Source: an optimization exercise on an open RTL-to-GDS flow (aim: small area and a short achievable clock period). Production flows keep margins and buffers that such runs may drop.
Where RTL was checked, it was by simulation tests only, not by an equivalence proof against the original.
Power is estimated from default activity; no workload was simulated.

==> run a <==
## sigmoid
module sigmoid(
	input wire clk,
	input wire reset,
	input wire enable,
	input wire [17:0] x1,
	output reg [15:0] fixed_op
	);
==> flow/config.mk <==
export PLATFORM = sky130hd
export DESIGN_NAME = sigmoid
export DESIGN_NICKNAME = sigmoid
export VERILOG_FILES = /design/flow/design.v
export SDC_FILE = /design/flow/constraint.sdc
export NUM_CORES = 4
export LEC_CHECK = 0
export ABC_AREA = 1
export CAP_MARGIN = 20
export CORE_MARGIN = 2
export CORE_UTILIZATION = 60
export CTS_BUF_LIST = sky130_fd_sc_hd__clkbuf_4
export SLEW_MARGIN = 60
export SYNTH_HIERARCHICAL = 1
==> flow/constraint.sdc <==
create_clock -name core_clock -period 14.0 [get_ports {clk}]
set_input_delay 2.8000 -clock core_clock [delete_from_list [all_inputs] [get_ports {clk}]]
set_output_delay 2.8000 -clock core_clock [all_outputs]
set_load 0.01 [all_outputs]
standard.sh (not shown) runs the stock make flow with config.mk's settings and CLKGATE_MAP_FILE= SYNTH_SCRIPT=/design/flow/synth_recipe.tcl, a recipe that flattens the netlist after the stock synthesis.
==> flow/flow/run.sh <==
#!/bin/bash
# The standard layout, with two changes:
#  - plain buffers (buf_1) on the ports instead of the default delay-cell buffers;
#  - synthesis runs flow/synth.tcl: synth_recipe.tcl unchanged except that the
#    two-input XOR cells (module sigmoid_xor) are mapped by ABC with an
#    area-only script (flow/xor_area.abc), so they become xor2 cells.
# The make output goes to standard.log; ORFS keeps each step's log under orfs/logs/.
set -euo pipefail
F=$(pwd)/flow
bash standard.sh SYNTH_SCRIPT=$F/synth.tcl MY_XOR_ABC_SCRIPT=$F/xor_area.abc \
  BUFFER_PORTS_ARGS="-buffer_cell sky130_fd_sc_hd__buf_1" finish > standard.log 2>&1
==> flow/flow/synth.tcl <==
proc synth {args} { yosys synth -nofsm -noshare {*}$args }
# synth_recipe.tcl, except that ABC maps the XOR cells (module sigmoid_xor)
# with an area-only script and everything else with the flow's own script.
proc abc {args} {
  set mod_args $args
  set i [lsearch -exact $mod_args -script]
  lset mod_args [expr {$i + 1}] $::env(MY_XOR_ABC_SCRIPT)
  yosys select sigmoid_xor
  yosys abc {*}$mod_args
  yosys select * sigmoid_xor %d
  yosys abc {*}$args
  yosys select -clear
}
source $::env(SCRIPTS_DIR)/synth.tcl
# left out here: clear keep_hierarchy, flatten, clean up, hide names made inside functions, write 1_2_yosys.v
==> flow/flow/xor_area.abc <==
strash
map -a
==> inputs of run b, as changes to run a <==
--- a/flow/design.v
+++ b/flow/design.v
@@ -13,22 +13,22 @@
 	input wire clk,
 	input wire reset,
 	input wire enable,
 	input wire [17:0] x1,
 	output reg [15:0] fixed_op
 	);
 	wire [16:0] m   = x1[16:0];
 	wire        neg = x1[17];
-	wire lt0 = m < 17'h018B7;
-	wire lt1 = m < 17'h054A3;
+	wire lt0 = m[15:0] < 16'h18B7;
+	wire lt1 = m[15:0] < 16'h54A3;
 	wire r0  = lt0;
 	wire r1  = ~lt0 & lt1;
-	wire r2  = ~lt1 & ~m[16] & ~m[15];
-	wire r3  = ~m[16] & m[15];
+	wire r2  = ~lt1 & ~m[15];
+	wire r3  = m[15];
 	wire sat = m >= 17'd62874;	 
 	wire [14:0] n  = m[14:0];
 	wire [14:0] ni = ~n;
 	wire p0_0 = r2;
 	wire p0_5 = (r3 & n[0]);
 	wire p0_6 = (r3 & n[1]);
 	wire p0_7 = (r3 & n[2]);
 	wire p0_8 = (r2 & n[0]) | (r3 & n[3]);
==> flow/flow/run.sh (replaced) <==
#!/bin/bash
# The standard layout, with plain buffers (buf_1) on the ports instead of the
# default delay-cell buffers.  The make output goes to standard.log; ORFS keeps
# each step's log under orfs/logs/.
set -euo pipefail
bash standard.sh BUFFER_PORTS_ARGS="-buffer_cell sky130_fd_sc_hd__buf_1" finish > standard.log 2>&1
- SLEW_MARGIN: 60 -> 20
removed: flow/flow/synth.tcl
removed: flow/flow/xor_area.abc
==> inputs of run c, as changes to run a <==
==> flow/flow/run.sh (replaced) <==
#!/bin/bash
# The standard layout, with plain buffers (buf_1) on the ports instead of the
# default delay-cell buffers.  The make output goes to standard.log; ORFS keeps
# each step's log under orfs/logs/.
set -euo pipefail
bash standard.sh BUFFER_PORTS_ARGS="-buffer_cell sky130_fd_sc_hd__buf_1" finish > standard.log 2>&1
- SLEW_MARGIN: 60 -> 20
removed: flow/flow/synth.tcl
removed: flow/flow/xor_area.abc
==> run_summary.xml <==
<?xml version="1.0" encoding="UTF-8"?>
<metrics>
  <group name="sta">
    <metric name="max_clock_freq" unit="MHz">134</metric>
  </group>
  <group name="outcome">
    <metric name="result_of_the_run" unit="">no timing/DRC/antenna violations</metric>
  </group>
  <group name="global_routing">
    <metric name="maximum_number_of_pins_on_one_net_before_global_route_repair" unit="">33</metric>
  </group>
  <group name="final_layout">
    <metric name="finalNonFillerCells" unit="">577</metric>
  </group>
  <group name="placed_design">
    <metric name="placed_cell_area" unit="um2">3260</metric>
  </group>
  <group name="pwr">
    <metric name="power_sequential" unit="mW">0.0598</metric>
  </group>
</metrics>
(the above is from run c)
==> run_summary.xml <==
<?xml version="1.0" encoding="UTF-8"?>
<metrics>
  <group name="outcome">
    <metric name="result_of_the_run" unit="">no timing/DRC/antenna violations</metric>
  </group>
  <group name="worst_setup_path">
    <metric name="largest_stage_delay_worst_path" unit="ns">0.46</metric>
  </group>
  <group name="global_routing">
    <metric name="grt_pass1_vias" unit="">2925</metric>
    <metric name="antenna_found_initial" unit="">0</metric>
  </group>
  <group name="yosys">
    <metric name="netlist_top_cells_area" unit="">fa_1, nand2_1, ha_1, dfrtp_1, dfstp_2</metric>
    <metric name="yosys-top-cells-count" unit="">nand2_1, nor2_1, ha_1</metric>
  </group>
  <group name="final_layout">
    <metric name="num-clock-buffers" unit="">3</metric>
    <metric name="multi_input_area" unit="um2">2430</metric>
  </group>
  <group name="detailed_routing">
    <metric name="met3WireLength" unit="um">726</metric>
  </group>
  <group name="pwr">
    <metric name="power_sequential" unit="mW">0.0629</metric>
  </group>
  <group name="sta">
    <metric name="max_clock_freq" unit="MHz">139</metric>
  </group>
</metrics>
(the above is from run a)
==> run_summary.xml <==
<?xml version="1.0" encoding="UTF-8"?>
<metrics>
  <group name="global_routing">
    <metric name="grt_use_met2" unit="">0.474</metric>
    <metric name="maximum_number_of_pins_on_one_net_before_global_route_repair" unit="">31</metric>
  </group>
  <group name="pwr">
    <metric name="power_sequential" unit="mW">0.0659</metric>
  </group>
  <group name="final_layout">
    <metric name="finalNonFillerCells" unit="">577</metric>
    <metric name="area_share_clock_buf_inv" unit="">0.00895</metric>
  </group>
  <group name="sta">
    <metric name="max_clock_freq" unit="MHz">134</metric>
    <metric name="final.setup.tns" unit="ns">0</metric>
  </group>
  <group name="placed_design">
    <metric name="placed_cell_area" unit="um2">3330</metric>
  </group>
  <group name="outcome">
    <metric name="result_of_the_run" unit="">no timing/DRC/antenna violations</metric>
  </group>
</metrics>
(the above is from run b)
The RTL of run b was laid out without a check of its function.

==> afterwards: timing with drivers on the ports <==
No port has a modelled driver above. Below, the same layouts with a new extraction and two added sets of constraints.
Step 1 assumes that a clkbuf_16 drives the clock port and a buf_2 every other input.
Step 2 also shifts input and output timing later by t, the mid clock arrival at the registers, as if the neighbouring blocks saw the same clock.
Slacks: ideal ports / drivers / drivers and shift; pairs: ideal ports / drivers.
run	t, ns	setup WS [ns]	worst setup path after step 2	clock arrival spread, ns	worst register clock-pin slew, ns
run a	0.296	6.804 / 6.798 / 6.502	input to register	0.010 / 0.010	0.09 / 0.09
run b	0.298	6.535 / 6.532 / 6.233	input to register	0.005 / 0.005	0.08 / 0.08
run c	0.299	6.512 / 6.512 / 6.212	input to register	0.008 / 0.009	0.08 / 0.08
After both steps setup and hold are still met in every run listed.
